This design comes from an exercise in tuning for small area and a short achievable clock period on the open sky130 flow, not from production work. Function was checked by simulation only, so behaviour that the tests miss may differ from the original. Power figures rest on the tool's default switching activity, not on a simulated workload.

==> flow/design.v, too long to show whole: its modules and the start of the top module <==
// module top: 21 lines
// module roba_mid: 17 lines
// module roba_expx: 43 lines
// module roba_expy: 29 lines
// module roba_por: 20 lines
// module roba_in: 167 lines
// module roba_sha: 132 lines
// module roba_shb: 121 lines
// module roba_add: 339 lines
// module g_inv: 1 lines
// module g_nand2: 1 lines
// module g_nor2: 1 lines
// module g_xor2: 1 lines
// module g_xnor2: 1 lines
// module g_a21oi: 1 lines
// module g_o21ai: 1 lines
// module g_o22ai: 1 lines
// module g_nor3: 1 lines
// module g_nor4: 1 lines
// module g_and4: 1 lines
// module g_and2: 1 lines
// module g_nand3: 1 lines
// module g_nand4: 1 lines
// module g_a22o: 1 lines
// module g_a31oi: 1 lines
// module g_a41oi: 1 lines
module top (
    input             clk,
    input      [15:0] x,
    input      [15:0] y,
    output reg [31:0] Q_p
);
  // ...
==> flow/flow/run.sh <==
#!/bin/bash
# Own layout flow: the standard ORFS flow with these changes:
#  - synthesis keeps the modules named in KEEP (flattened again at the end, as the standard flow's script
#    does) so that ABC maps each with a script of its own (ABC_PLAN: module:script pairs);
#  - ports get PORT_BUF buffers;
#  - timing repair aims SETUP_MARGIN ns below the clock period.
# Every tool's output goes to a log file in the work folder (and ORFS's own logs under orfs/logs).
set -euo pipefail
WORK=$(pwd)
FLOWDIR=$WORK/flow
source $FLOWDIR/settings.sh

cp config.mk my_config.mk
cat >> my_config.mk <<EOC
export SETUP_SLACK_MARGIN = ${SETUP_MARGIN}
export TNS_END_PERCENT = 100
export BUFFER_PORTS_ARGS = -buffer_cell ${PORT_BUF}
export SYNTH_KEEP_MODULES = ${KEEP:-}
EOC
[ -n "${EXTRA_MK:-}" ] && printf '%b\n' "$EXTRA_MK" >> my_config.mk
# area recovery after global routing (see post_grt.tcl)
if [ -f $FLOWDIR/post_grt.tcl ]; then
  echo "export POST_GLOBAL_ROUTE_TCL = $FLOWDIR/post_grt.tcl" >> my_config.mk
fi

# synthesis script: the standard flow's, with abc run once per module of ABC_PLAN, each with its own script
{
  echo "proc abc {args} {"
  echo "  set i [lsearch -exact \$args -script]"
  echo "  foreach {mod scr} {${ABC_PLAN}} {"
  echo "    set a \$args"
  echo "    lset a [expr {\$i + 1}] $FLOWDIR/\$scr"
  echo "    if {[string match roba_exp* \$mod]} { foreach c {${EXP_DU:-}} { lappend a -dont_use \$c } }"
  echo "    yosys abc {*}\$a \$mod"
  echo "  }"
  echo "}"
  cat synth_recipe.tcl
} > my_synth.tcl

make -C "$FLOW_HOME" DESIGN_CONFIG=$WORK/my_config.mk WORK_HOME=$WORK/orfs CLKGATE_MAP_FILE= \
  SYNTH_SCRIPT=$WORK/my_synth.tcl finish > $WORK/make_finish.log 2>&1

RES=$WORK/orfs/results/$FLOW_PLATFORM/top/base
: # left out here: write the final layout as DEF
==> flow/flow/amap.abc <==
strash; dch -f; amap
==> flow/flow/dnsize.tcl <==
# Greedy area recovery: downsize combinational cells one drive step at a time while the worst
# setup slack stays at least what it was before.
proc roba_family_sizes { master_name } {
  if { ![regexp {^(.*_)([0-9]+)$} $master_name -> base sz] } { return {} }
  set sizes {}
  foreach lc [get_lib_cells ${base}*] {
    set n [get_name $lc]
    if { [regexp "^[string map {. \\.} $base](\[0-9\]+)\$" $n -> s] } { lappend sizes [list $s $n] }
  }
  return [lsort -integer -index 0 $sizes]
}
proc roba_dnsize { {tol 0.0} {est "-placement"} } {
  estimate_parasitics {*}$est
  set ws0 [sta::worst_slack_cmd max]
  set a0 [rsz::design_area]
  set cands {}
  foreach inst [get_cells *] {
    if { [catch { set lc [get_lib_cells -of_objects $inst] }] || $lc eq "" || $lc eq "NULL" } { continue }
    if { [catch { set mn [get_name $lc] }] } { continue }
    if { [string match "*__dl*" $mn] || [string match "*__sdf*" $mn] } { continue }
    if { [string match "*clkbuf*" $mn] || [string match "clkbuf*" [get_name $inst]] } { continue }
    if { [string match "*tap*" $mn] || [string match "*fill*" $mn] || [string match "*conb*" $mn] } { continue }
    if { ![regexp {_([0-9]+)$} $mn -> sz] } { continue }
    if { $sz <= 1 } { continue }
    # slack of the instance's output
    set s 1e9
    foreach pin [get_pins -of_objects $inst -filter "direction == output"] {
      if { [catch { set ps [get_property $pin slack_max] }] } { set ps "" }
      if { $ps ne "" && $ps < $s } { set s $ps }
    }
    lappend cands [list $s $inst]
  }
  set cands [lsort -real -decreasing -index 0 $cands]
  set n 0
  foreach c $cands {
    set inst [lindex $c 1]
    set done 0
    while { !$done } {
      set mn [get_name [get_lib_cells -of_objects $inst]]
      set sizes [roba_family_sizes $mn]
      regexp {_([0-9]+)$} $mn -> cur
      set smaller ""
      foreach e $sizes { if { [lindex $e 0] < $cur } { set smaller [lindex $e 1] } }
      if { $smaller eq "" } { break }
      if { [catch { replace_cell $inst $smaller }] } { break }
      estimate_parasitics {*}$est
      set ws [sta::worst_slack_cmd max]
      if { $ws < $ws0 - $tol } {
        replace_cell $inst $mn
        estimate_parasitics {*}$est
        set done 1
      } else {
        incr n
      }
    }
  }
  puts "roba_dnsize: $n downsizing steps, area [expr {$a0*1e12}] -> [expr {[rsz::design_area]*1e12}], worst slack [expr {$ws0*1e9}] -> [expr {[sta::worst_slack_cmd max]*1e9}]"
}

proc roba_dnsize_adp { period {est "-placement"} } {
  estimate_parasitics {*}$est
  set ws [expr {[sta::worst_slack_cmd max] * 1e9}]
  set a [expr {[rsz::design_area] * 1e12}]
  set a0 $a; set ws0 $ws
  set cands {}
  foreach inst [get_cells *] {
    if { [catch { set lc [get_lib_cells -of_objects $inst] }] || $lc eq "" || $lc eq "NULL" } { continue }
    if { [catch { set mn [get_name $lc] }] } { continue }
    if { [string match "*__dl*" $mn] || [string match "*__sdf*" $mn] } { continue }
    if { [string match "*clkbuf*" $mn] || [string match "clkbuf*" [get_name $inst]] } { continue }
    if { [string match "*tap*" $mn] || [string match "*fill*" $mn] || [string match "*conb*" $mn] } { continue }
    if { ![regexp {_([0-9]+)$} $mn -> sz] } { continue }
    if { $sz <= 1 } { continue }
    set s 1e9
    foreach pin [get_pins -of_objects $inst -filter "direction == output"] {
      if { [catch { set ps [get_property $pin slack_max] }] } { set ps "" }
      if { $ps ne "" && $ps < $s } { set s $ps }
    }
    lappend cands [list $s $inst]
  }
  set cands [lsort -real -decreasing -index 0 $cands]
  set n 0
  foreach c $cands {
    set inst [lindex $c 1]
    while { 1 } {
      set mn [get_name [get_lib_cells -of_objects $inst]]
      set sizes [roba_family_sizes $mn]
      regexp {_([0-9]+)$} $mn -> cur
      set smaller ""
      foreach e $sizes { if { [lindex $e 0] < $cur } { set smaller [lindex $e 1] } }
      if { $smaller eq "" } { break }
      if { [catch { replace_cell $inst $smaller }] } { break }
      estimate_parasitics {*}$est
      set ws1 [expr {[sta::worst_slack_cmd max] * 1e9}]
      set a1 [expr {[rsz::design_area] * 1e12}]
      if { $a1 * ($period - $ws1) > $a * ($period - $ws) } {
        replace_cell $inst $mn
        estimate_parasitics {*}$est
        break
      }
      set ws $ws1; set a $a1
      incr n
    }
  }
  puts "roba_dnsize_adp: $n steps, area $a0 -> $a, worst slack $ws0 -> $ws"
}
==> flow/flow/exp.abc <==
strash; dch -f; map -D 900; topo; buffer -N 8; upsize -D 900; dnsize -D 900; stime -p
==> flow/flow/gate.abc <==
strash; map -a
==> flow/flow/post_grt.tcl <==
# After global routing's timing repair: give back area by downsizing cells that do not set the
# worst slack, then legalize and re-route what moved (as global_route.tcl does after its repairs).
source [file join [file dirname [info script]] dnsize.tcl]
roba_dnsize_adp 14.0 -global_routing
log_cmd global_route -start_incremental
log_cmd detailed_placement
log_cmd global_route -end_incremental
log_cmd estimate_parasitics -global_routing
write_guides $::env(RESULTS_DIR)/route.guide
==> flow/flow/settings.sh <==
SETUP_MARGIN=9.4
PORT_BUF=sky130_fd_sc_hd__buf_1
KEEP="roba_expx roba_expy g_a21oi g_inv g_nand2 g_nor2 g_nor3 g_o21ai g_o22ai g_xnor2 g_xor2 "
ABC_PLAN="roba_expx exp.abc roba_expy exp.abc g_* gate.abc top amap.abc"
EXTRA_MK='export ADDER_MAP_FILE =
export CTS_BUF_LIST = sky130_fd_sc_hd__clkbuf_8
export CTS_CLUSTER_SIZE = 32
export CTS_CLUSTER_DIAMETER = 60
export SKIP_GATE_CLONING = 1
export REMOVE_ABC_BUFFERS = 1
export ROBA_DN_TOL = 0.0'
EXP_DU="sky130_fd_sc_hd__nor4_* sky130_fd_sc_hd__nor3_* sky130_fd_sc_hd__or4_* sky130_fd_sc_hd__or3_* sky130_fd_sc_hd__a211oi_* sky130_fd_sc_hd__a2111oi_* sky130_fd_sc_hd__o2111ai_* sky130_fd_sc_hd__a311oi_* sky130_fd_sc_hd__o311ai_* sky130_fd_sc_hd__a41oi_* sky130_fd_sc_hd__o41ai_* sky130_fd_sc_hd__nor4b_* sky130_fd_sc_hd__nor3b_* sky130_fd_sc_hd__or2_* sky130_fd_sc_hd__and4_* sky130_fd_sc_hd__a221oi_* sky130_fd_sc_hd__o221ai_*"
==> flow/standard.sh <==
#!/bin/bash
# synth_recipe.tcl (not shown) runs the flow's synth.tcl, then flattens the netlist and writes it again
# the make line also repeats each setting of config.mk as NAME=value (left out here)
make -C /OpenROAD-flow-scripts/flow DESIGN_CONFIG=/design/flow/config.mk WORK_HOME=/design/flow/orfs CLKGATE_MAP_FILE= SYNTH_SCRIPT=/design/flow/synth_recipe.tcl "${@:-finish}"
==> flow/config.mk <==
export PLATFORM = sky130hd
export DESIGN_NAME = top
export DESIGN_NICKNAME = top
export VERILOG_FILES = /design/flow/design.v
export SDC_FILE = /design/flow/constraint.sdc
export NUM_CORES = 8
export LEC_CHECK = 0
export CAP_MARGIN = 20
export CORE_MARGIN = 2
export CORE_UTILIZATION = 40
export SLEW_MARGIN = 20
==> flow/constraint.sdc <==
create_clock -name core_clock -period 14.0 [get_ports {clk}]
set_input_delay 2.8000 -clock core_clock [delete_from_list [all_inputs] [get_ports {clk}]]
set_output_delay 2.8000 -clock core_clock [all_outputs]
set_load 0.01 [all_outputs]
==> results.py, run 1 <==
metrics = {
    "power_and_ir_drop": {
        "max-vdd-ir-drop_v": 0.0000417,
    },
    "setup_path": {
        "crit_family": "compound AO/OA/AOI/OAI gates",
        "path_buf_inv": 5,
        "endpoint": "Q_p[30]",
    },
    "timing": {
        "holdWs_ps": 854,
        "setup_tns_ps": 0,
    },
    "final_layout": {
        "n_sequential_cell": 65,
        "drive_above_1_share": 0.0531,
        "multi_input_area_share": 0.633,
        "area.growth.synth_to_final_pct": 14.2,
        "fillerInstances": 1449,
    },
    "logic_synthesis": {
        "synth_area_um2": 5480,
        "yosysMostFrequentCell": "nor2_1",
        "synth_xor_area_frac": 0.196,
        "synthMuxAreaShare": 0,
    },
    "clock_network": {
        "clkSlewWorstSetupHoldPaths_ps": 70,
        "post_cts_buffers": 5,
        "ctsResizeCount": 11,
        "cts_buffers": 9,
    },
    "floorplanning": {
        "core_area_um2": 13300,
        "die_y_um": 121,
    },
    "placement": {
        "io_buffer_count": 64,
    },
    "worst_hold_path": {
        "worstHoldEndpoint": "Q_p[31]",
    },
    "run_status": {
        "status": "no timing/DRC/antenna violations",
    },
    "detailed_routing": {
        "vias": 5751,
    },
}
==> run 2: changes to the inputs <==
--- a/flow/flow/settings.sh
+++ b/flow/flow/settings.sh
@@ -1,3 +1,3 @@
-SETUP_MARGIN=9.4
+SETUP_MARGIN=9.35
 PORT_BUF=sky130_fd_sc_hd__buf_1
 KEEP="roba_expx roba_expy g_a21oi g_inv g_nand2 g_nor2 g_nor3 g_o21ai g_o22ai g_xnor2 g_xor2 "
==> results.py, run 2 <==
metrics = {
    "logic_synthesis": {
        "ys.flop_type": "dfxtp_1",
        "synth_compound_gate_area_share": 0.279,
        "avgSynthCellArea_um2": 6.62,
        "synth_cell_types": 34,
        "synthArstFlopShare": 0,
        "synth_top_area_frac": 0.237,
        "synthTopCellsByArea": "dfxtp_1, xnor2_1, o22ai_1",
        "synth_xor_area_frac": 0.196,
        "synth-adder-area-share": 0,
        "yosysTopAreaCell": "dfxtp_1",
        "postSynthCellCount": 828,
        "synth_top_family_by_area": "compound AO/OA/AOI/OAI gates",
        "synthMuxAreaShare": 0,
        "synth_edf_count": 0,
        "yosysMostFrequentCell": "nor2_1",
        "yosysWarnings": 2,
        "synth.ff_latch_count": 65,
        "synthSimpleGateAreaFrac": 0.237,
        "synth_common_cells": "nor2_1, o22ai_1, nand2_1",
        "synth_area_um2": 5480,
        "ys_seq_area_frac": 0.237,
    },
    "setup_path": {
        "critical_path_required_ps": 14280,
        "slowest_stage": "a2111o_2",
        "slowest_delay_ps": 500,
        "ff2ff_path_depth": 20,
        "worst-r2r-setup-slack_ps": 9760,
        "critPathMaxFanout": 26,
        "r2r_start": "ax_r[9]",
        "cp-start-kind": "register",
        "cp.arrival_ps": 4520,
        "cp_cell_sequence": "inv_1, nand3_1, nor2_2, o21ai_1, buf_6, o21ai_0, a2111o_2, clkinv_2, o22ai_1, o22ai_1, o22ai_1, o22ai_1, nor2_1, nor2_1, nand2_1, o21ai_2, clkinv_1, o21ai_0, a21oi_1, xnor2_1",
        "critPathKind": "register to register",
        "cp_common_cell": "o22ai_1",
        "reg2reg_to": "Q_p[30]",
        "cp-end-kind": "register",
    },
    "worst_hold_path": {
        "hold_path_depth": 7,
        "min_from": "ay_r[0]",
        "worstHoldEndpoint": "Q_p[1]",
        "hp-class": "register to register",
    },
    "final_layout": {
        "top_regs": "Q_p x32, ax_r x16, ay_r x16",
        "final_nets": 949,
        "final_cell_mix": "nor2_1, o22ai_1, nand2_1",
        "diodes": 0,
        "drive_above_1_share": 0.0510,
        "top_register": "Q_p",
        "final_common_cell": "nor2_1",
        "largest_reg_flops": 32,
        "area.growth.synth_to_final_pct": 13.7,
    },
    "placement": {
        "routabilityCongestion": 0.901,
        "dp_hpwl_um": 11100,
        "io_buffer_count": 64,
    },
    "timing": {
        "hold_violations": 0,
        "clock_skew_ps": 9.01,
        "final-setup-viol-count": 0,
        "setup_tns_ps": 0,
        "worstMarginPinSlew_ps": 1840,
        "finalCritPeriodShare": 0.303,
        "max_freq_mhz": 236,
        "slew-limit-headroom": -0.227,
        "slew_viol_final": 33,
        "period_minus_slack_ps": 4240,
    },
    "global_route": {
        "antenna_found_initial": 0,
        "track_usage": 0.199,
        "grt_pass1_wl_um": 23700,
        "grt_max_degree": 33,
        "overflow": 0,
        "grt_pass1_vias": 5119,
    },
    "clock_network": {
        "cts_buffers": 9,
        "post_cts_buffers": 5,
        "cts_hold_buf": 0,
        "ctsResizeCount": 10,
        "clkSlewWorstSetupHoldPaths_ps": 70,
        "clockBufferDepth": 2,
        "clkLatencyLatePin_ps": 360,
        "clk_root_buffer_cell": "clkbuf_8",
        "cts_tree": "built",
        "cts_sinks": 65,
        "htreeDepth": 3,
    },
    "floorplanning": {
        "die_w_um": 121,
        "ios": 65,
        "core_area_um2": 13300,
        "die_y_um": 121,
        "design.die.area_um2": 14700,
        "placement_rows": 42,
        "start_util": 0.412,
    },
    "run_status": {
        "violatedChecks": "capacitance limit, slew limit",
        "status": "failed layout checks",
    },
    "detailed_routing": {
        "ant_nets": 0,
        "drt_wl_total_um": 14100,
        "vias": 5694,
        "via_per_inst": 5.19,
        "first_pass_iters": 7,
        "drt_iter0_drc": 449,
        "drcViolationCount": 0,
        "wire_per_inst_um": 12.9,
    },
    "power_and_ir_drop": {
        "max-vdd-ir-drop_v": 0.0000414,
        "powerDensity_nw_per_um2": 136,
        "combinationalPowerShare": 0.530,
        "seqPwrFrac": 0.304,
        "swShare": 0.424,
        "internal_power_w": 0.000487,
        "pwr-share-clk": 0.166,
        "p_sw_w": 0.000359,
        "total_power_w": 0.000846,
        "p_leak_nw": 2.16,
    },
    "run": {
        "maxCapViolations": 1,
    },
}
## run 2: cell count changes in the layout (fill, tap and decap cells not counted)
cell	change
nand3_4	-1
a21oi_1	+1
nor2_2	+1
buf_4	-2
dfxtp_2	-1
buf_2	+2
nand3_2	+1
a21oi_2	-1
dfxtp_1	+1
nor2_4	-1
buf_1	-1
## run 2: kinds of logic (layout without fill, tap and decap cells)
| family | after synthesis | after routing |
|---|---|---|
| buffers and inverters | 70 | 163 |
| AND/OR/NAND/NOR | 309 | 309 |
| XOR/XNOR | 123 | 123 |
| AO/OA/AOI/OAI | 261 | 261 |
| flip-flops | 65 | 65 |
## run 2: layout make-up
| type | count | area, µm² |
|---|---|---|
| timing repair buffer | 80 | 333 |
| clock buffer | 11 | 151 |
| inverter | 67 | 259 |
| fill | 1452 | 7060 |
| multi-input combinational | 693 | 3950 |
| tap | 176 | 220 |
| clock inverter | 5 | 20.0 |
| sequential | 65 | 1300 |
## run 2: routing by layer
metal	vias to the layer above	track usage	wire, µm
li1	3072	-	-
met1	2454	0.259	6900
met2	144	0.324	6200
met3	24	0.0301	616
met4	0	0.0908	404
met5	-	0	0
## run 2: how the worst max path moves through the flow
| stage | from | endpoint | slack [ps] |
|---|---|---|---|
| after global placement | ax_r[11] | Q_p[18] | 8670 |
| after floorplan | ax_r[15] | Q_p[24] | 8100 |
| after CTS | ax_r[13] | Q_p[22] | 9390 |
| after detailed placement | ax_r[15] | Q_p[18] | 8560 |
| final | ax_r[9] | Q_p[30] | 9760 |
## run 2: per-stage QoR
step	utilization	setup WS [ps]	cell area (µm²)	instances	hold slack [ps]
floorplan	-	8100	5460	825	820
global placement	0.449	8670	5970	1070	860
detailed placement	0.449	8560	5970	1070	855
CTS	0.466	9390	6200	1091	859
finish	0.469	9760	6230	1097	983
## run 2: Yosys stat by module, one instance, submodules excluded, excerpt
module     flops+latches  area [µm²]  copies in the design  cells inside
top                   65        1470                     1            91
g_xnor2                0        8.76                    88             1
roba_expy              0         204                     1            44
g_nor3                 0        5.00                     1             1
g_nand2                0        3.75                    85             1
g_a21oi                0        5.00                    28             1
g_nor2                 0        3.75                   143             1
g_xor2                 0        8.76                    35             1
## run 2: worst max-delay path: cells and delay by family, from the launching register on
family,cells,cell delay [ps]
AOI/OAI and AO/OA,10,2170
xor gates and xnor gates,1,180
buffers and inverters,4,680
DFF,1,440
and+or+nand+nor,5,680
## run 2: power by group through the flow
stage | combinational (W) | sequential, W | clock (W)
2_1_floorplan | 0.000320 | 0.000274 | 0
3_3_place_gp | 0.000432 | 0.000262 | 0
3_5_place_dp | 0.000433 | 0.000262 | 0
4_1_cts | 0.000443 | 0.000258 | 0.000148
6_report | 0.000449 | 0.000257 | 0.000140
==> run 3: changes to the inputs <==
--- a/flow/flow/settings.sh
+++ b/flow/flow/settings.sh
@@ -1,3 +1,3 @@
-SETUP_MARGIN=9.35
+SETUP_MARGIN=9.45
 PORT_BUF=sky130_fd_sc_hd__buf_1
 KEEP="roba_expx roba_expy g_a21oi g_inv g_nand2 g_nor2 g_nor3 g_o21ai g_o22ai g_xnor2 g_xor2 "
==> results.py, run 3 <==
metrics = {
    "detailed_routing": {
        "vias": 5732,
        "first_pass_iters": 5,
        "wire_per_inst_um": 12.9,
        "drt_wl_total_um": 14200,
        "ant_nets": 0,
        "drt_iter0_drc": 417,
        "via_per_inst": 5.22,
        "drcViolationCount": 0,
    },
    "global_route": {
        "track_usage": 0.199,
        "overflow": 0,
        "grt_pass1_vias": 5125,
        "grt_max_degree": 33,
        "antenna_found_initial": 0,
        "grt_pass1_wl_um": 23700,
    },
    "logic_synthesis": {
        "yosysMostFrequentCell": "nor2_1",
        "synth_area_um2": 5480,
        "avgSynthCellArea_um2": 6.62,
        "synthArstFlopShare": 0,
        "postSynthCellCount": 828,
        "synth.ff_latch_count": 65,
        "synth_edf_count": 0,
        "ys.flop_type": "dfxtp_1",
        "synth_top_area_frac": 0.237,
        "synth_cell_types": 34,
        "synth_common_cells": "nor2_1, o22ai_1, nand2_1",
        "yosysWarnings": 2,
        "ys_seq_area_frac": 0.237,
        "yosysTopAreaCell": "dfxtp_1",
        "synthTopCellsByArea": "dfxtp_1, xnor2_1, o22ai_1",
    },
    "clock_network": {
        "post_cts_buffers": 5,
        "clk_root_buffer_cell": "clkbuf_8",
        "cts_sinks": 65,
        "ctsResizeCount": 11,
        "clkSlewWorstSetupHoldPaths_ps": 70,
        "cts_tree": "built",
        "clockBufferDepth": 2,
        "htreeDepth": 3,
        "clkLatencyLatePin_ps": 360,
        "cts_buffers": 9,
        "cts_hold_buf": 0,
    },
    "floorplanning": {
        "die_y_um": 121,
        "die_w_um": 121,
        "design.die.area_um2": 14700,
        "ios": 65,
        "placement_rows": 42,
        "core_area_um2": 13300,
        "start_util": 0.412,
    },
    "power_and_ir_drop": {
        "p_leak_nw": 2.17,
        "powerDensity_nw_per_um2": 135,
        "max-vdd-ir-drop_v": 0.0000418,
        "total_power_w": 0.000848,
    },
    "timing": {
        "finalCritPeriodShare": 0.299,
        "slew_viol_final": 0,
        "fin_ws_ps": 9810,
        "worstMarginPinSlew_ps": 1000,
        "final-setup-viol-count": 0,
        "hold_violations": 0,
        "setup_tns_ps": 0,
        "slew-limit-headroom": 0.331,
        "max_freq_mhz": 239,
        "period_minus_slack_ps": 4190,
        "clock_skew_ps": 9.71,
    },
    "final_layout": {
        "final_nets": 950,
        "top_register": "Q_p",
        "largest_reg_flops": 32,
        "top_regs": "Q_p x32, ax_r x16, ay_r x16",
        "final_cell_mix": "nor2_1, o22ai_1, nand2_1",
        "final_common_cell": "nor2_1",
        "stdcell_count": 1098,
        "area.growth.synth_to_final_pct": 14.3,
        "drive_above_1_share": 0.0575,
        "diodes": 0,
        "fillerInstances": 1443,
    },
    "setup_path": {
        "critPathMaxFanout": 13,
        "cp.arrival_ps": 4470,
        "worst-r2r-setup-slack_ps": 9810,
        "critPathKind": "register to register",
        "cp-start-kind": "register",
        "critical_path_required_ps": 14290,
        "cp-end-kind": "register",
    },
    "placement": {
        "dp_slack_ps": 8560,
        "io_buffer_count": 64,
        "routabilityCongestion": 0.901,
        "dp.cells": 1070,
        "dp_hpwl_um": 11100,
    },
    "worst_hold_path": {
        "hp-class": "register to register",
    },
    "run_status": {
        "status": "no timing/DRC/antenna violations",
    },
    "run": {
        "maxCapViolations": 0,
    },
}
## run 3: final timing paths
kind,startpoint,end,cells after the start
hold / removal,s_r,Q_p[31],0
setup / recovery,ax_r[15],Q_p[30],21
setup reg to reg,ax_r[15],Q_p[30],21
hold reg to reg,s_r,Q_p[31],0
## run 3: area by class of cell
class / count / area, µm² / share of cell area
Sequential cell: 65 / 1300 / 0.208
Timing Repair Buffer: 81 / 339 / 0.0541
Inverter: 67 / 259 / 0.0413
Tap cell: 176 / 220 / 0.0351
Multi-Input combinational cell: 693 / 3980 / 0.634
Clock inverter: 5 / 20.0 / 0.00319
Clock buffer: 11 / 151 / 0.0242
## run 3: logic make-up (layout without fill, tap and decap cells)
family                    after synthesis  after routing  share of synthesized area
and+or+nand+nor                       309            309                      0.237
AOI/OAI and AO/OA                     261            261                      0.279
xor gates and xnor gates              123            123                      0.196
buffers and inverters                  70            164                     0.0495
DFF                                    65             65                      0.237
## run 3: power breakdown
part	internal, W	switching [W]	total, W
sequential	0.000232	0.0000256	0.000257
clock	0.0000710	0.0000695	0.000141
combinational	0.000185	0.000265	0.000450
total	0.000488	0.000360	0.000848
## run 3: through the flow
stage                     hold WS [ps]  instance area, µm²  utilization
after floorplan                    820                5460            -
after global placement             860                5970        0.449
after detailed placement           855                5970        0.449
after CTS                          859                6200        0.467
final                              853                6270        0.471
## run 3: layer usage
layer,global-route usage,wire length [µm],vias to the layer above
met4,0.0908,420,0
met5,0,0,-
li1,-,-,3072
met2,0.324,6230,138
met1,0.259,6990,2496
met3,0.0301,527,26
## run 3: critical path, cell delays in order, from the launching register on
cell      delay (ps)
dfxtp_1          360
nor2_4           160
nand3_4          120
inv_2            110
nand4_4          120
nor2_4           150
inv_1             70
o221a_1          340
a31oi_1          190
buf_4            220
clkinv_1         260
o22ai_1          290
o22ai_1          160
o22ai_1          340
nor2_1           130
nor2_1           160
nand2_1          110
o21ai_2          260
clkinv_1         150
o21ai_0          180
a21oi_1           70
xnor2_1          180
## run 3: Yosys stat by module, one instance, submodules excluded, excerpt
module     times used  flip-flops and latches
top                 1                      65
roba_expy           1                       0
g_xor2             35                       0
g_xnor2            88                       0
g_o22ai           123                       0
g_nor3              1                       0
g_o21ai            43                       0
g_a21oi            28                       0
g_nor2            143                       0
g_inv              45                       0
g_nand2            85                       0
==> run 4: changes to the inputs <==
--- a/flow/flow/settings.sh
+++ b/flow/flow/settings.sh
@@ -1,3 +1,3 @@
-SETUP_MARGIN=9.45
+SETUP_MARGIN=9.5
 PORT_BUF=sky130_fd_sc_hd__buf_1
 KEEP="roba_expx roba_expy g_a21oi g_inv g_nand2 g_nor2 g_nor3 g_o21ai g_o22ai g_xnor2 g_xor2 "
==> results.py, run 4 <==
metrics = {
    "clock_network": {
        "ctsResizeCount": 13,
        "htreeDepth": 3,
        "post_cts_buffers": 5,
        "cts_buffers": 9,
        "clkLatencyLatePin_ps": 360,
        "clockBufferDepth": 2,
        "cts_tree": "built",
        "clk_root_buffer_cell": "clkbuf_8",
        "clkSlewWorstSetupHoldPaths_ps": 70,
        "cts_hold_buf": 0,
        "cts_sinks": 65,
    },
    "detailed_routing": {
        "drt_wl_total_um": 14200,
        "ant_nets": 0,
        "drcViolationCount": 0,
        "first_pass_iters": 6,
        "drt_iter0_drc": 428,
        "wire_per_inst_um": 13.0,
        "via_per_inst": 5.26,
        "vias": 5780,
    },
    "floorplanning": {
        "die_y_um": 121,
        "ios": 65,
        "design.die.area_um2": 14700,
        "start_util": 0.412,
        "placement_rows": 42,
        "core_area_um2": 13300,
        "die_w_um": 121,
    },
    "final_layout": {
        "final_common_cell": "nor2_1",
        "top_register": "Q_p",
        "drive_above_1_share": 0.0575,
        "multi_input_area_um2": 3990,
        "finish.instance_area_um2": 6280,
        "fillerInstances": 1448,
        "largest_reg_flops": 32,
        "seqCellArea_um2": 1300,
        "diodes": 0,
        "area.growth.synth_to_final_pct": 14.5,
        "top_regs": "Q_p x32, ax_r x16, ay_r x16",
        "stdcell_count": 1098,
        "final_nets": 950,
        "utilization": 0.472,
        "final_cell_mix": "nor2_1, o22ai_1, nand2_1",
    },
    "logic_synthesis": {
        "yosysTopAreaCell": "dfxtp_1",
        "avgSynthCellArea_um2": 6.62,
        "synth_area_um2": 5480,
        "ys_seq_area_frac": 0.237,
        "synth_top_area_frac": 0.237,
        "ys.flop_type": "dfxtp_1",
        "postSynthCellCount": 828,
        "synth_cell_types": 34,
        "yosysWarnings": 2,
        "synth.ff_latch_count": 65,
        "yosysMostFrequentCell": "nor2_1",
        "synth_common_cells": "nor2_1, o22ai_1, nand2_1",
        "synth_edf_count": 0,
        "synthArstFlopShare": 0,
        "synthTopCellsByArea": "dfxtp_1, xnor2_1, o22ai_1",
    },
    "setup_path": {
        "ff2ff_path_depth": 21,
        "cp-start-kind": "register",
        "cp.arrival_ps": 4420,
        "critPathKind": "register to register",
        "critical_path_required_ps": 14250,
        "cp-end-kind": "register",
        "critPathMaxFanout": 13,
    },
    "run_status": {
        "status": "failed layout checks",
        "violatedChecks": "capacitance limit, slew limit",
    },
    "timing": {
        "period_minus_slack_ps": 4170,
        "final-setup-viol-count": 0,
        "clock_skew_ps": 9.73,
        "max_freq_mhz": 240,
        "slew_viol_final": 33,
        "slew-limit-headroom": -0.230,
        "setup_tns_ps": 0,
        "hold_violations": 0,
        "worstMarginPinSlew_ps": 1840,
        "finalCritPeriodShare": 0.298,
    },
    "global_route": {
        "grt_pass1_vias": 5125,
        "grt_max_degree": 33,
        "overflow": 0,
        "antenna_found_initial": 0,
        "grt_pass1_wl_um": 23700,
        "track_usage": 0.199,
    },
    "placement": {
        "dp_hpwl_um": 11100,
        "io_buffer_count": 64,
        "placed_area_um2": 5970,
        "dp.cells": 1070,
        "routabilityCongestion": 0.901,
    },
    "power_and_ir_drop": {
        "powerDensity_nw_per_um2": 135,
        "max-vdd-ir-drop_v": 0.0000406,
        "total_power_w": 0.000849,
        "p_leak_nw": 2.17,
    },
    "run": {
        "maxCapViolations": 1,
    },
    "worst_hold_path": {
        "hold_path_depth": 7,
        "hp-class": "register to register",
    },
}
[run 4: worst max-delay path, stage by stage, from the launching register on]
cell	delay [ps]
dfxtp_1	360
nor2_4	160
nand3_4	120
inv_2	110
nand4_4	120
nor2_4	150
inv_1	70
o221a_1	340
a31oi_1	190
buf_4	220
clkinv_1	260
o22ai_1	290
o22ai_1	160
o22ai_1	330
nor2_1	130
nor2_1	160
nand2_1	110
o21ai_2	260
clkinv_1	140
o21ai_0	180
a21oi_1	70
xnor2_1	130
[run 4: layer usage]
layer | part of all wire | up-vias | global-route usage
met5 | 0 | - | 0
met2 | 0.44 | 151 | 0.324
met4 | 0.030 | 0 | 0.0908
met1 | 0.49 | 2524 | 0.259
li1 | - | 3079 | -
met3 | 0.040 | 26 | 0.0301
[run 4: per-stage QoR]
step	setup WS, ps	hold slack (ps)
after floorplan	8100	820
after global placement	8670	860
after detailed placement	8560	855
after CTS	9480	859
final	9830	977
[run 4: final timing paths]
path         startpoint      end  slack (ps)
min             ay_r[0]   Q_p[1]         980
max reg2reg    ax_r[15]  Q_p[30]        9830
max            ax_r[15]  Q_p[30]        9830
min reg2reg     ay_r[0]   Q_p[1]         980
[run 4: report_power, final]
group / internal, W / leakage (nW) / switching [W]
Clock: 0.0000710 / 0.0968 / 0.0000694
Combinational: 0.000185 / 1.52 / 0.000266
Sequential: 0.000232 / 0.549 / 0.0000256
Total: 0.000488 / 2.17 / 0.000361
[run 4: area by class of cell]
| cell class | count | share of cell area |
|---|---|---|
| inverters | 67 | 0.0413 |
| clock inverters | 5 | 0.00319 |
| clock buffers | 11 | 0.0241 |
| well taps | 176 | 0.0351 |
| repair buffers | 81 | 0.0538 |
| multi-input cells | 693 | 0.635 |
| flip-flops and latches | 65 | 0.207 |
[run 4: modules after synthesis (local to each module, per instance)]
module / times used / flops+latches
g_nor2: 143 / 0
g_xnor2: 88 / 0
g_o22ai: 123 / 0
g_xor2: 35 / 0
g_nor3: 1 / 0
g_nand2: 85 / 0
roba_expy: 1 / 0
g_inv: 45 / 0
g_o21ai: 43 / 0
roba_expx: 1 / 0
top: 1 / 65
g_a21oi: 28 / 0
[run 4: kinds of logic (layout without fill, tap and decap cells)]
kind of cell,count (synthesis),in the layout,synth area share
flops,65,65,0.237
compound gates,261,261,0.279
xor+xnor,123,123,0.196
buf+inv,70,164,0.0495
simple gates,309,309,0.237
==> run 5: changes to the inputs <==
--- a/flow/flow/settings.sh
+++ b/flow/flow/settings.sh
@@ -1,3 +1,3 @@
-SETUP_MARGIN=9.5
+SETUP_MARGIN=9.55
 PORT_BUF=sky130_fd_sc_hd__buf_1
 KEEP="roba_expx roba_expy g_a21oi g_inv g_nand2 g_nor2 g_nor3 g_o21ai g_o22ai g_xnor2 g_xor2 "
==> results.py, run 5 <==
metrics = {
    "placement": {
        "dp.cells": 1070,
        "io_buffer_count": 64,
        "dp_hpwl_um": 11100,
        "routabilityCongestion": 0.901,
    },
    "run": {
        "maxCapViolations": 0,
    },
    "global_route": {
        "antenna_found_initial": 0,
        "overflow": 0,
        "grt_pass1_wl_um": 23700,
        "grt_max_degree": 33,
        "grt_pass1_vias": 5132,
        "track_usage": 0.200,
    },
    "final_layout": {
        "top_regs": "Q_p x32, ax_r x16, ay_r x16",
        "top_register": "Q_p",
        "final_nets": 950,
        "stdcell_count": 1098,
        "largest_reg_flops": 32,
        "area.growth.synth_to_final_pct": 17.3,
        "final_common_cell": "nor2_1",
        "drive_above_1_share": 0.0857,
        "final_cell_mix": "nor2_1, nand2_1, o22ai_1",
        "diodes": 0,
    },
    "floorplanning": {
        "core_area_um2": 13300,
        "start_util": 0.412,
        "die_w_um": 121,
        "design.die.area_um2": 14700,
        "placement_rows": 42,
        "die_y_um": 121,
        "ios": 65,
    },
    "timing": {
        "setup_tns_ps": 0,
        "slew-limit-headroom": 0.333,
        "clock_skew_ps": 8.52,
        "period_minus_slack_ps": 4080,
        "holdWs_ps": 850,
        "finalCritPeriodShare": 0.292,
        "slew_viol_final": 0,
        "worstMarginPinSlew_ps": 1000,
        "final-setup-viol-count": 0,
        "max_freq_mhz": 245,
        "hold_violations": 0,
    },
    "clock_network": {
        "htreeDepth": 3,
        "cts_tree": "built",
        "ctsResizeCount": 14,
        "clkLatencyLatePin_ps": 360,
        "clk_root_buffer_cell": "clkbuf_8",
        "clkSlewWorstSetupHoldPaths_ps": 70,
        "cts_buffers": 9,
        "cts_hold_buf": 0,
        "post_cts_buffers": 5,
        "clockBufferDepth": 2,
        "cts_sinks": 65,
    },
    "setup_path": {
        "critPathMaxFanout": 13,
        "crit_family": "compound AO/OA/AOI/OAI gates",
        "critPathKind": "register to register",
        "cp_cell_sequence": "nor2_4, nand3_4, inv_2, nand4_4, nor2_4, inv_2, o221a_4, a31oi_1, buf_4, clkinv_1, o22ai_1, o22ai_1, o22ai_1, nor2_1, nor2_1, nand2_1, o21ai_2, clkinv_1, o21ai_0, a21oi_1, xnor2_1",
        "endpoint": "Q_p[30]",
        "slowest_stage": "dfxtp_1",
        "ff2ff_path_depth": 21,
        "path_buf_inv": 5,
        "cp-end-kind": "register",
        "r2r_start": "ax_r[15]",
        "cp_common_cell": "o22ai_1",
        "crit_start": "ax_r[15]",
        "path_depth": 21,
        "worst-r2r-setup-slack_ps": 9920,
        "critical_path_required_ps": 14280,
        "cp.arrival_ps": 4370,
        "reg2reg_to": "Q_p[30]",
        "cp-start-kind": "register",
        "slowest_delay_ps": 360,
    },
    "logic_synthesis": {
        "yosysMostFrequentCell": "nor2_1",
        "synth.ff_latch_count": 65,
        "synth_area_um2": 5480,
        "avgSynthCellArea_um2": 6.62,
        "synthTopCellsByArea": "dfxtp_1, xnor2_1, o22ai_1",
        "synth_cell_types": 34,
        "ys_seq_area_frac": 0.237,
        "yosysWarnings": 2,
        "ys.flop_type": "dfxtp_1",
        "yosysTopAreaCell": "dfxtp_1",
        "synth_edf_count": 0,
        "postSynthCellCount": 828,
        "synth_top_area_frac": 0.237,
        "synthArstFlopShare": 0,
        "synth_common_cells": "nor2_1, o22ai_1, nand2_1",
    },
    "power_and_ir_drop": {
        "p_sw_w": 0.000367,
        "swShare": 0.426,
        "combinationalPowerShare": 0.539,
        "seqPwrFrac": 0.299,
        "p_leak_nw": 2.21,
        "max-vdd-ir-drop_v": 0.0000410,
        "powerDensity_nw_per_um2": 134,
        "pwr-share-clk": 0.162,
        "internal_power_w": 0.000494,
    },
    "detailed_routing": {
        "vias": 5755,
        "drt_wl_total_um": 14200,
        "drcViolationCount": 0,
        "drt_iter0_drc": 464,
        "wire_per_inst_um": 13.0,
        "via_per_inst": 5.24,
        "first_pass_iters": 5,
        "ant_nets": 0,
    },
    "worst_hold_path": {
        "hp-class": "register to register",
        "min_from": "s_r",
    },
    "run_status": {
        "status": "no timing/DRC/antenna violations",
    },
}
## run 5: how the worst min path moves through the flow
stage / end / slack [ps] / depth (start not counted)
3_3_place_gp: Q_p[31] / 860 / 0
2_1_floorplan: Q_p[1] / 820 / 7
4_1_cts: Q_p[31] / 860 / 0
6_report: Q_p[31] / 850 / 0
3_5_place_dp: Q_p[31] / 860 / 0
## run 5: kinds of logic (layout without fill, tap and decap cells)
logic type,after synthesis,in the layout,synth area share
AO/OA/AOI/OAI,261,261,0.279
XOR/XNOR,123,123,0.196
buffers and inverters,70,164,0.0495
flip-flops,65,65,0.237
AND/OR/NAND/NOR,309,309,0.237
## run 5: modules after synthesis (local to each module, per instance)
| module | cells | flip-flops and latches |
|---|---|---|
| top | 91 | 65 |
| roba_expx | 102 | 0 |
| roba_expy | 44 | 0 |
| g_xnor2 | 1 | 0 |
| g_xor2 | 1 | 0 |
| g_o22ai | 1 | 0 |
| g_a21oi | 1 | 0 |
| g_nor3 | 1 | 0 |
| g_o21ai | 1 | 0 |
| g_inv | 1 | 0 |
| g_nand2 | 1 | 0 |
| g_nor2 | 1 | 0 |
## run 5: layer usage
layer	track usage	wire length (µm)	vias up	part of all wire
li1	-	-	3078	-
met5	0	0	-	0
met3	0.0301	591	23	0.042
met1	0.258	6870	2509	0.48
met4	0.0908	403	0	0.028
met2	0.327	6370	145	0.45
## run 5: layout make-up
cell class                 count  area (µm²)
fill                        1409        6870
multi-input combinational    693        4120
sequential                    65        1300
timing repair buffer          81         344
inverter                      67         267
tap                          176         220
clock buffer                  11         151
clock inverter                 5        18.8
## run 5: per-stage QoR
step / area [µm²] / utilization / setup WS (ps) / total power (W)
3_3_place_gp: 5970 / 0.449 / 8670 / 0.000694
3_5_place_dp: 5970 / 0.449 / 8560 / 0.000695
4_1_cts: 6210 / 0.467 / 9570 / 0.000850
2_1_floorplan: 5460 / - / 8100 / 0.000594
6_report: 6430 / 0.484 / 9920 / 0.000861
## run 5: worst reg2reg max path, cell delays in order (launching register included)
cell	delay, ps
dfxtp_1	360
nor2_4	160
nand3_4	130
inv_2	110
nand4_4	130
nor2_4	160
inv_2	50
o221a_4	260
a31oi_1	150
buf_4	220
clkinv_1	260
o22ai_1	280
o22ai_1	160
o22ai_1	330
nor2_1	130
nor2_1	160
nand2_1	130
o21ai_2	260
clkinv_1	150
o21ai_0	180
a21oi_1	70
xnor2_1	180
## run 5: power groups by stage
stage | clock (W) | combinational [W] | sequential (W)
after floorplan | 0 | 0.000320 | 0.000274
after global placement | 0 | 0.000432 | 0.000262
after detailed placement | 0 | 0.000433 | 0.000262
after CTS | 0.000148 | 0.000444 | 0.000258
final | 0.000140 | 0.000464 | 0.000257
==> run 6: changes to the inputs <==
--- a/flow/flow/settings.sh
+++ b/flow/flow/settings.sh
@@ -1,3 +1,3 @@
-SETUP_MARGIN=9.55
+SETUP_MARGIN=9.4
 PORT_BUF=sky130_fd_sc_hd__buf_1
 KEEP="roba_expx roba_expy g_a21oi g_inv g_nand2 g_nor2 g_nor3 g_o21ai g_o22ai g_xnor2 g_xor2 "
@@ -9,4 +9,5 @@
 export SKIP_GATE_CLONING = 1
 export REMOVE_ABC_BUFFERS = 1
-export ROBA_DN_TOL = 0.0'
+export ROBA_DN_TOL = 0.0
+export SETUP_MOVE_SEQUENCE = unbuffer,sizeup,swap'
 EXP_DU="sky130_fd_sc_hd__nor4_* sky130_fd_sc_hd__nor3_* sky130_fd_sc_hd__or4_* sky130_fd_sc_hd__or3_* sky130_fd_sc_hd__a211oi_* sky130_fd_sc_hd__a2111oi_* sky130_fd_sc_hd__o2111ai_* sky130_fd_sc_hd__a311oi_* sky130_fd_sc_hd__o311ai_* sky130_fd_sc_hd__a41oi_* sky130_fd_sc_hd__o41ai_* sky130_fd_sc_hd__nor4b_* sky130_fd_sc_hd__nor3b_* sky130_fd_sc_hd__or2_* sky130_fd_sc_hd__and4_* sky130_fd_sc_hd__a221oi_* sky130_fd_sc_hd__o221ai_*"
==> results.py, run 6 <==
metrics = {
    "detailed_routing": {
        "via_per_inst": 5.24,
        "ant_nets": 0,
        "dr_wl_met3_um": 566,
        "dr_wl_met2_um": 6270,
        "drcViolationCount": 0,
        "vias": 5696,
        "first_pass_iters": 5,
        "m1WireLength_um": 6990,
        "drt_iter0_drc": 391,
        "drt_wl_total_um": 14300,
        "wire_per_inst_um": 13.2,
        "routed.top_layer": "met4",
    },
    "timing": {
        "period_minus_slack_ps": 4440,
        "finalCritPeriodShare": 0.317,
        "holdWs_ps": 851,
        "final-setup-viol-count": 0,
        "max_freq_mhz": 225,
        "fin_ws_ps": 9560,
        "clock_skew_ps": 7.82,
        "slew_viol_final": 0,
        "hold_violations": 0,
        "worstMarginPinSlew_ps": 1000,
        "slew-limit-headroom": 0.331,
        "setup_tns_ps": 0,
    },
    "floorplanning": {
        "die_w_um": 121,
        "start_util": 0.412,
        "design.die.area_um2": 14700,
        "placement_rows": 42,
        "ios": 65,
        "core_area_um2": 13300,
        "die_y_um": 121,
    },
    "clock_network": {
        "ctsResizeCount": 17,
        "cts_tree": "built",
        "clockBufferDepth": 2,
        "post_cts_buffers": 0,
        "cts_buffers": 9,
        "cts_hold_buf": 0,
        "clkSlewWorstSetupHoldPaths_ps": 70,
        "cts_sinks": 65,
        "clk_root_buffer_cell": "clkbuf_8",
        "clkLatencyLatePin_ps": 360,
        "htreeDepth": 3,
    },
    "power_and_ir_drop": {
        "max-vdd-ir-drop_v": 0.0000438,
        "powerDensity_nw_per_um2": 135,
        "total_power_w": 0.000868,
        "p_leak_nw": 2.21,
    },
    "final_layout": {
        "top_regs": "Q_p x32, ax_r x16, ay_r x16",
        "largest_reg_flops": 32,
        "drive_above_1_share": 0.0934,
        "final_common_cell": "nor2_1",
        "diodes": 0,
        "final_nets": 938,
        "final_cell_mix": "nor2_1, nand2_1, o22ai_1",
        "finish.instance_area_um2": 6440,
        "top_register": "Q_p",
        "area.growth.synth_to_final_pct": 17.4,
    },
    "logic_synthesis": {
        "avgSynthCellArea_um2": 6.62,
        "synthArstFlopShare": 0,
        "synth_area_um2": 5480,
        "postSynthCellCount": 828,
        "yosysTopAreaCell": "dfxtp_1",
        "synth_common_cells": "nor2_1, o22ai_1, nand2_1",
        "yosysMostFrequentCell": "nor2_1",
        "synth_compound_gate_area_share": 0.279,
        "synth.ff_latch_count": 65,
        "ys_seq_area_frac": 0.237,
        "ys.flop_type": "dfxtp_1",
        "yosysWarnings": 2,
        "synthSimpleGateAreaFrac": 0.237,
        "synth_edf_count": 0,
        "synth_cell_types": 34,
        "synth_xor_area_frac": 0.196,
        "synth_top_family_by_area": "compound AO/OA/AOI/OAI gates",
        "synth_top_area_frac": 0.237,
        "synthMuxAreaShare": 0,
        "synth-adder-area-share": 0,
        "synthTopCellsByArea": "dfxtp_1, xnor2_1, o22ai_1",
    },
    "global_route": {
        "grt_pass1_wl_um": 23700,
        "track_usage": 0.199,
        "overflow": 0,
        "antenna_found_initial": 0,
        "grt_pass1_vias": 5114,
        "grt_max_degree": 33,
    },
    "worst_hold_path": {
        "min_from": "s_r",
        "hp-class": "register to register",
    },
    "setup_path": {
        "cp-start-kind": "register",
        "slowest_stage": "dfxtp_1",
        "critical_path_required_ps": 14290,
        "critPathMaxFanout": 13,
        "cp-end-kind": "register",
        "r2r_start": "ax_r[15]",
        "cp.arrival_ps": 4730,
        "critPathKind": "register to register",
        "slowest_delay_ps": 360,
        "path_buf_inv": 5,
        "crit_family": "compound AO/OA/AOI/OAI gates",
        "cp_common_cell": "nor2_1",
        "cp_cell_sequence": "nor2_4, nand3_4, inv_1, nand4_2, nor2_1, inv_1, o221a_1, a31oi_1, buf_2, clkinv_1, o22ai_1, o22ai_2, o22ai_2, nor2_1, nor2_1, nand2_2, o21ai_4, clkinv_1, o21ai_0, a21oi_1, xnor2_1",
        "crit_start": "ax_r[15]",
    },
    "run": {
        "maxCapViolations": 0,
    },
    "placement": {
        "routabilityCongestion": 0.901,
        "io_buffer_count": 64,
        "placed_area_um2": 5970,
        "dp_hpwl_um": 11100,
        "dp_slack_ps": 8560,
    },
    "run_status": {
        "status": "no timing/DRC/antenna violations",
    },
}
run 6: power by group:
group	total, W	switching [W]	internal [W]
logic	0.000470	0.000277	0.000193
registers	0.000257	0.0000255	0.000232
clock network	0.000140	0.0000691	0.0000710
run 6: cells by family after synthesis:
| family | after synthesis |
|---|---|
| XOR/XNOR | 123 |
| buffers and inverters | 70 |
| AND/OR/NAND/NOR | 309 |
| AO/OA/AOI/OAI | 261 |
| flip-flops | 65 |
run 6: modules after synthesis (local to each module, per instance):
module     cells inside  flip-flops and latches  cell area, µm²
top                  91                      65            1470
g_o21ai               1                       0            5.00
g_nor3                1                       0            5.00
g_inv                 1                       0            3.75
g_xnor2               1                       0            8.76
roba_expx           102                       0             581
g_o22ai               1                       0            6.26
roba_expy            44                       0             204
g_a21oi               1                       0            5.00
g_xor2                1                       0            8.76
g_nand2               1                       0            3.75
g_nor2                1                       0            3.75
run 6: per-layer routing:
layer	vias to the layer above	GRT usage
li1	3046	-
met1	2474	0.259
met3	30	0.0301
met5	-	0
met2	146	0.323
met4	0	0.0908
run 6: worst paths after layout:
path              to  slack [ps]  cells past startpoint
max          Q_p[30]        9560                     21
min          Q_p[31]         850                      0
max reg2reg  Q_p[30]        9560                     21
min reg2reg  Q_p[31]         850                      0
run 6: cell type report:
type                            count  area [µm²]
Inverter                           67         260
Sequential cell                    65        1310
Timing Repair Buffer               69         285
Fill cell                        1413        6860
Tap cell                          176         220
Clock buffer                       11         151
Multi-Input combinational cell    693        4190
Clock inverter                      5        20.0
run 6: through the flow:
step                       util  std cells
after floorplan               -        825
after global placement    0.449       1070
after detailed placement  0.449       1070
after CTS                 0.465       1086
final                     0.484       1086
run 6: worst reg2reg max path: stages (launching register included):
cell and delay, ps:
dfxtp_1 360, nor2_4 160, nand3_4 120, inv_1 120
nand4_2 150, nor2_1 270, inv_1 90, o221a_1 360
a31oi_1 180, buf_2 280, clkinv_1 360, o22ai_1 340
o22ai_2 150, o22ai_2 240, nor2_1 110, nor2_1 190
nand2_2 120, o21ai_4 230, clkinv_1 140, o21ai_0 170
a21oi_1 70, xnor2_1 170
==> run 7: changes to the inputs <==
--- a/flow/flow/settings.sh
+++ b/flow/flow/settings.sh
@@ -10,4 +10,4 @@
 export REMOVE_ABC_BUFFERS = 1
 export ROBA_DN_TOL = 0.0
-export SETUP_MOVE_SEQUENCE = unbuffer,sizeup,swap'
+export SETUP_MOVE_SEQUENCE = sizeup,swap,buffer'
 EXP_DU="sky130_fd_sc_hd__nor4_* sky130_fd_sc_hd__nor3_* sky130_fd_sc_hd__or4_* sky130_fd_sc_hd__or3_* sky130_fd_sc_hd__a211oi_* sky130_fd_sc_hd__a2111oi_* sky130_fd_sc_hd__o2111ai_* sky130_fd_sc_hd__a311oi_* sky130_fd_sc_hd__o311ai_* sky130_fd_sc_hd__a41oi_* sky130_fd_sc_hd__o41ai_* sky130_fd_sc_hd__nor4b_* sky130_fd_sc_hd__nor3b_* sky130_fd_sc_hd__or2_* sky130_fd_sc_hd__and4_* sky130_fd_sc_hd__a221oi_* sky130_fd_sc_hd__o221ai_*"
==> results.py, run 7 <==
metrics = {
    "setup_path": {
        "critPathMaxFanout": 26,
        "reg2reg_to": "Q_p[22]",
        "r2r_start": "ax_r[9]",
        "slowest_stage": "a2111o_2",
        "ff2ff_path_depth": 20,
        "critical_path_required_ps": 14240,
        "cp-start-kind": "register",
        "endpoint": "Q_p[22]",
        "path_depth": 20,
        "cp_cell_sequence": "inv_1, nand3_1, nor2_2, o21ai_1, buf_6, o21ai_0, a2111o_2, buf_4, o22ai_1, o22ai_1, o22ai_1, o22ai_1, nor2_1, o21ai_0, a21oi_2, o21ai_0, a21oi_2, buf_2, o21ai_0, xor2_1",
        "worst-r2r-setup-slack_ps": 9740,
        "critPathKind": "register to register",
        "path_buf_inv": 4,
        "crit_start": "ax_r[9]",
        "slowest_delay_ps": 500,
        "cp-end-kind": "register",
        "crit_family": "compound AO/OA/AOI/OAI gates",
        "cp.arrival_ps": 4500,
    },
    "detailed_routing": {
        "via_per_inst": 5.19,
        "wire_per_inst_um": 12.9,
        "vias": 5696,
        "first_pass_iters": 7,
        "drt_iter0_drc": 434,
        "drt_wl_total_um": 14100,
        "drcViolationCount": 0,
        "ant_nets": 0,
    },
    "logic_synthesis": {
        "yosysTopAreaCell": "dfxtp_1",
        "yosysWarnings": 2,
        "synthArstFlopShare": 0,
        "avgSynthCellArea_um2": 6.62,
        "ys_seq_area_frac": 0.237,
        "synth_common_cells": "nor2_1, o22ai_1, nand2_1",
        "synth_edf_count": 0,
        "yosysMostFrequentCell": "nor2_1",
        "synth.ff_latch_count": 65,
        "synth_area_um2": 5480,
        "synthTopCellsByArea": "dfxtp_1, xnor2_1, o22ai_1",
        "synth_top_area_frac": 0.237,
        "ys.flop_type": "dfxtp_1",
        "postSynthCellCount": 828,
        "synth_cell_types": 34,
    },
    "floorplanning": {
        "start_util": 0.412,
        "die_y_um": 121,
        "design.die.area_um2": 14700,
        "ios": 65,
        "placement_rows": 42,
        "die_w_um": 121,
        "core_area_um2": 13300,
    },
    "clock_network": {
        "cts_hold_buf": 0,
        "post_cts_buffers": 5,
        "clockBufferDepth": 2,
        "clk_root_buffer_cell": "clkbuf_8",
        "cts_buffers": 9,
        "cts_sinks": 65,
        "htreeDepth": 3,
        "ctsResizeCount": 11,
        "clkLatencyLatePin_ps": 360,
        "clkSlewWorstSetupHoldPaths_ps": 70,
        "cts_tree": "built",
    },
    "final_layout": {
        "top_regs": "Q_p x32, ax_r x16, ay_r x16",
        "final_common_cell": "nor2_1",
        "drive_above_1_share": 0.0565,
        "largest_reg_flops": 32,
        "top_register": "Q_p",
        "finish.instance_area_um2": 6260,
        "area.growth.synth_to_final_pct": 14.2,
        "final_cell_mix": "nor2_1, o22ai_1, nand2_1",
        "diodes": 0,
        "final_nets": 949,
        "stdcell_count": 1097,
    },
    "timing": {
        "slew_viol_final": 0,
        "finalCritPeriodShare": 0.304,
        "hold_violations": 0,
        "period_minus_slack_ps": 4260,
        "slew-limit-headroom": 0.330,
        "setup_tns_ps": 0,
        "worstMarginPinSlew_ps": 1010,
        "max_freq_mhz": 235,
        "clock_skew_ps": 9.74,
        "final-setup-viol-count": 0,
    },
    "global_route": {
        "grt_max_degree": 33,
        "antenna_found_initial": 0,
        "overflow": 0,
        "track_usage": 0.199,
        "grt_pass1_vias": 5125,
        "grt_pass1_wl_um": 23700,
    },
    "worst_hold_path": {
        "hp-class": "register to register",
    },
    "placement": {
        "routabilityCongestion": 0.901,
        "io_buffer_count": 64,
        "dp.cells": 1070,
        "placed_area_um2": 5970,
        "dp_hpwl_um": 11100,
    },
    "power_and_ir_drop": {
        "p_leak_nw": 2.17,
        "max-vdd-ir-drop_v": 0.0000418,
        "powerDensity_nw_per_um2": 136,
    },
    "run": {
        "maxCapViolations": 0,
    },
    "run_status": {
        "status": "no timing/DRC/antenna violations",
    },
}
[run 7: cell counts after synthesis]
No cell type changed its count.
[run 7: per-stage QoR]
step | hold slack (ps) | setup WS, ps | util | total power (W)
after floorplan | 820 | 8100 | - | 0.000594
after global placement | 860 | 8670 | 0.449 | 0.000694
after detailed placement | 855 | 8560 | 0.449 | 0.000695
after CTS | 859 | 9420 | 0.467 | 0.000849
final | 853 | 9740 | 0.471 | 0.000848
[run 7: worst min-delay path by stage]
stage	start	end	slack (ps)	depth (start not counted)
CTS	s_r	Q_p[31]	860	0
finish	s_r	Q_p[31]	850	0
floorplan	ax_r[0]	Q_p[1]	820	7
global placement	s_r	Q_p[31]	860	0
detailed placement	s_r	Q_p[31]	860	0
[run 7: cell type report]
class / instances / area [µm²]
clock inverters: 5 / 20.0
well taps: 176 / 220
inverters: 67 / 259
flip-flops and latches: 65 / 1300
clock buffers: 11 / 151
fillers: 1446 / 7040
repair buffers: 80 / 334
multi-input cells: 693 / 3970
[run 7: Yosys stat by module (local to each module, per instance), excerpt]
module | cells | area [µm²]
g_o22ai | 1 | 6.26
top | 91 | 1470
roba_expy | 44 | 204
g_nand2 | 1 | 3.75
g_xnor2 | 1 | 8.76
roba_expx | 102 | 581
g_a21oi | 1 | 5.00
g_inv | 1 | 3.75
g_nor3 | 1 | 5.00
g_xor2 | 1 | 8.76
[run 7: logic make-up after synthesis]
family,count (synthesis),share of synthesized area
flip-flops,65,0.237
AND/OR/NAND/NOR,309,0.237
buffers and inverters,70,0.0495
AO/OA/AOI/OAI,261,0.279
XOR/XNOR,123,0.196
[run 7: metal layers]
| layer | track usage | vias to the layer above | share of wire |
|---|---|---|---|
| met5 | 0 | - | 0 |
| met4 | 0.0908 | 0 | 0.029 |
| met3 | 0.0301 | 25 | 0.040 |
| met2 | 0.324 | 137 | 0.44 |
| met1 | 0.259 | 2462 | 0.49 |
| li1 | - | 3072 | - |
[run 7: power breakdown]
group	total [W]	leakage [nW]	switching [W]	internal, W
logic	0.000450	1.52	0.000265	0.000185
registers	0.000257	0.549	0.0000256	0.000232
clock network	0.000141	0.0968	0.0000696	0.0000710
==> run 8: changes to the inputs <==
--- a/flow/flow/settings.sh
+++ b/flow/flow/settings.sh
@@ -10,4 +10,4 @@
 export REMOVE_ABC_BUFFERS = 1
 export ROBA_DN_TOL = 0.0
-export SETUP_MOVE_SEQUENCE = sizeup,swap,buffer'
+export SETUP_MOVE_SEQUENCE = unbuffer,sizeup,swap,buffer,split'
 EXP_DU="sky130_fd_sc_hd__nor4_* sky130_fd_sc_hd__nor3_* sky130_fd_sc_hd__or4_* sky130_fd_sc_hd__or3_* sky130_fd_sc_hd__a211oi_* sky130_fd_sc_hd__a2111oi_* sky130_fd_sc_hd__o2111ai_* sky130_fd_sc_hd__a311oi_* sky130_fd_sc_hd__o311ai_* sky130_fd_sc_hd__a41oi_* sky130_fd_sc_hd__o41ai_* sky130_fd_sc_hd__nor4b_* sky130_fd_sc_hd__nor3b_* sky130_fd_sc_hd__or2_* sky130_fd_sc_hd__and4_* sky130_fd_sc_hd__a221oi_* sky130_fd_sc_hd__o221ai_*"
==> results.py, run 8 <==
metrics = {
    "run_status": {
        "status": "no timing/DRC/antenna violations",
    },
    "detailed_routing": {
        "drcViolationCount": 0,
        "drt_iter0_drc": 414,
        "ant_nets": 0,
        "first_pass_iters": 5,
        "wire_per_inst_um": 12.9,
        "drt_wl_total_um": 14200,
        "via_per_inst": 5.24,
        "vias": 5751,
    },
    "logic_synthesis": {
        "synth_edf_count": 0,
        "yosysTopAreaCell": "dfxtp_1",
        "synth_cell_types": 34,
        "yosysWarnings": 2,
        "ys_seq_area_frac": 0.237,
        "synth_area_um2": 5480,
        "synthTopCellsByArea": "dfxtp_1, xnor2_1, o22ai_1",
        "synthArstFlopShare": 0,
        "synth_common_cells": "nor2_1, o22ai_1, nand2_1",
        "synth_top_area_frac": 0.237,
        "synth.ff_latch_count": 65,
        "ys.flop_type": "dfxtp_1",
        "postSynthCellCount": 828,
        "avgSynthCellArea_um2": 6.62,
        "yosysMostFrequentCell": "nor2_1",
    },
    "floorplanning": {
        "die_y_um": 121,
        "placement_rows": 42,
        "start_util": 0.412,
        "die_w_um": 121,
        "design.die.area_um2": 14700,
        "ios": 65,
        "core_area_um2": 13300,
    },
    "global_route": {
        "track_usage": 0.199,
        "grt_pass1_wl_um": 23700,
        "antenna_found_initial": 0,
        "grt_pass1_vias": 5125,
        "grt_max_degree": 33,
        "overflow": 0,
    },
    "final_layout": {
        "diodes": 0,
        "final_cell_mix": "nor2_1, o22ai_1, nand2_1",
        "final_nets": 950,
        "fillerInstances": 1449,
        "seqCellArea_um2": 1300,
        "top_regs": "Q_p x32, ax_r x16, ay_r x16",
        "multi_input_area_um2": 3970,
        "drive_above_1_share": 0.0531,
        "area.growth.synth_to_final_pct": 14.2,
        "largest_reg_flops": 32,
        "top_register": "Q_p",
        "final_common_cell": "nor2_1",
    },
    "timing": {
        "max_freq_mhz": 239,
        "setup_tns_ps": 0,
        "period_minus_slack_ps": 4180,
        "worstMarginPinSlew_ps": 1010,
        "slew-limit-headroom": 0.329,
        "slew_viol_final": 0,
        "final-setup-viol-count": 0,
        "finalCritPeriodShare": 0.298,
        "hold_violations": 0,
        "clock_skew_ps": 9.72,
    },
    "setup_path": {
        "cp_cell_sequence": "nor2_4, nand3_4, inv_2, nand4_4, nor2_4, inv_1, o221a_1, a31oi_1, buf_4, clkinv_1, o22ai_1, o22ai_1, o22ai_1, nor2_1, nor2_1, nand2_1, o21ai_2, clkinv_1, o21ai_0, a21oi_1, xnor2_1",
        "cp.arrival_ps": 4460,
        "cp_common_cell": "o22ai_1",
        "cp-end-kind": "register",
        "slowest_stage": "dfxtp_1",
        "r2r_start": "ax_r[15]",
        "slowest_delay_ps": 360,
        "critPathMaxFanout": 13,
        "cp-start-kind": "register",
        "reg2reg_to": "Q_p[30]",
        "critical_path_required_ps": 14290,
        "worst-r2r-setup-slack_ps": 9820,
        "ff2ff_path_depth": 21,
        "critPathKind": "register to register",
    },
    "placement": {
        "routabilityCongestion": 0.901,
        "io_buffer_count": 64,
        "dp_hpwl_um": 11100,
    },
    "clock_network": {
        "cts_buffers": 9,
        "cts_sinks": 65,
        "clkSlewWorstSetupHoldPaths_ps": 70,
        "ctsResizeCount": 11,
        "clk_root_buffer_cell": "clkbuf_8",
        "post_cts_buffers": 5,
        "htreeDepth": 3,
        "cts_hold_buf": 0,
        "cts_tree": "built",
        "clockBufferDepth": 2,
        "clkLatencyLatePin_ps": 360,
    },
    "run": {
        "maxCapViolations": 0,
    },
    "power_and_ir_drop": {
        "powerDensity_nw_per_um2": 135,
        "max-vdd-ir-drop_v": 0.0000417,
        "total_power_w": 0.000848,
        "p_leak_nw": 2.17,
    },
    "worst_hold_path": {
        "hp-class": "register to register",
        "worstHoldEndpoint": "Q_p[31]",
        "hold_path_depth": 0,
        "min_from": "s_r",
    },
}
## run 8: cell count changes in the layout (fill, tap and decap cells not counted), moves of 2 or more
cell / previous run / this run
buf_4: 5 / 7
buf_1: 68 / 70
nor2_2: 4 / 2
o22ai_2: 5 / 3
o22ai_1: 118 / 120
buf_2: 6 / 3
## run 8: final cells by class
class / count / area share
multi-input combinational: 693 / 0.633
clock buffer: 11 / 0.0242
sequential: 65 / 0.208
clock inverter: 5 / 0.00320
tap: 176 / 0.0352
inverter: 67 / 0.0414
timing repair buffer: 81 / 0.0546
## run 8: worst max path at each step
stage / startpoint / endpoint
6_report: ax_r[15] / Q_p[30]
4_1_cts: ax_r[13] / Q_p[30]
3_5_place_dp: ax_r[15] / Q_p[18]
3_3_place_gp: ax_r[11] / Q_p[18]
2_1_floorplan: ax_r[15] / Q_p[24]
## run 8: per-module statistics from Yosys, one instance, submodules excluded
module / times used / area (µm²) / cells / flops+latches
g_a21oi: 28 / 5.00 / 1 / 0
g_inv: 45 / 3.75 / 1 / 0
g_nand2: 85 / 3.75 / 1 / 0
g_nor2: 143 / 3.75 / 1 / 0
g_nor3: 1 / 5.00 / 1 / 0
g_o21ai: 43 / 5.00 / 1 / 0
g_o22ai: 123 / 6.26 / 1 / 0
g_xnor2: 88 / 8.76 / 1 / 0
g_xor2: 35 / 8.76 / 1 / 0
roba_expx: 1 / 581 / 102 / 0
roba_expy: 1 / 204 / 44 / 0
top: 1 / 1470 / 91 / 65
## run 8: worst max-delay path, delay by kind of cell (launching register included)
family	cells	cell delay [ps]
buffers and inverters	5	810
XOR/XNOR	1	180
AND/OR/NAND/NOR	7	950
AO/OA/AOI/OAI	8	1810
flip-flops	1	360
## run 8: through the flow
step                      utilization  std cells  setup WS (ps)  hold slack (ps)  instance area, µm²
after floorplan                     -        825           8100              820                5460
after global placement          0.449       1070           8670              860                5970
after detailed placement        0.449       1070           8560              855                5970
after CTS                       0.467       1091           9420              859                6200
final                           0.471       1098           9820              854                6260
## run 8: power by group
| group | leakage (nW) | internal [W] | switching (W) | total [W] |
|---|---|---|---|---|
| clock network | 0.0968 | 0.0000710 | 0.0000694 | 0.000140 |
| registers | 0.549 | 0.000232 | 0.0000256 | 0.000257 |
| logic | 1.52 | 0.000185 | 0.000265 | 0.000450 |
| total | 2.17 | 0.000488 | 0.000360 | 0.000848 |
## run 8: routing by layer
metal / share of wire / GRT usage / vias to the layer above
li1: - / - / 3077
met1: 0.49 / 0.259 / 2504
met2: 0.44 / 0.324 / 145
met3: 0.039 / 0.0301 / 25
met4: 0.031 / 0.0908 / 0
met5: 0 / 0 / -
## run 8: logic make-up after synthesis
logic type | synth area share
compound gates | 0.279
xor+xnor | 0.196
buf+inv | 0.0495
flops | 0.237
simple gates | 0.237

-- afterwards: timing with drivers on the ports --
Ports are ideal in the flow. The routed layouts listed here were re-timed in OpenROAD. Step 1 assumes that a clkbuf_16 drives the clock port and a buf_2 every other input. Step 2 adds t to the input delays and takes it off the output delays; t is the mean of the earliest and latest rising clock arrival at the registers after step 1. Input paths then give back, and output paths get back, about the clock's delay inside the block. Slacks: no drivers / after step 1 / after step 2; pairs: no drivers / after step 1.
| run | t, ns | setup slack, ns | hold slack, ns | clock arrival spread, ns | worst register clock-pin slew, ns |
|---|---|---|---|---|---|
| run 1 | 0.392 | 9.822 / 9.822 / 9.555 | 0.854 / 0.854 / 0.854 | 0.010 / 0.010 | 0.07 / 0.07 |
| run 2 | 0.392 | 9.760 / 9.760 / 9.562 | 0.983 / 0.983 / 0.983 | 0.009 / 0.009 | 0.07 / 0.07 |
| run 3 | 0.392 | 9.813 / 9.813 / 9.557 | 0.853 / 0.853 / 0.853 | 0.009 / 0.010 | 0.07 / 0.07 |
| run 4 | 0.393 | 9.825 / 9.825 / 9.561 | 0.977 / 0.977 / 0.977 | 0.009 / 0.010 | 0.07 / 0.07 |
| run 5 | 0.394 | 9.917 / 9.917 / 9.555 | 0.850 / 0.850 / 0.850 | 0.009 / 0.009 | 0.07 / 0.07 |
| run 6 | 0.393 | 9.555 / 9.555 / 9.555 | 0.851 / 0.851 / 0.851 | 0.008 / 0.009 | 0.07 / 0.07 |
| run 7 | 0.392 | 9.739 / 9.739 / 9.556 | 0.853 / 0.853 / 0.853 | 0.010 / 0.010 | 0.07 / 0.07 |
| run 8 | 0.392 | 9.822 / 9.822 / 9.555 | 0.854 / 0.854 / 0.854 | 0.010 / 0.010 | 0.07 / 0.07 |
The setup slack of run 5, which loses most, moves by 0.000 ns with the drivers and by -0.362 ns with both steps.
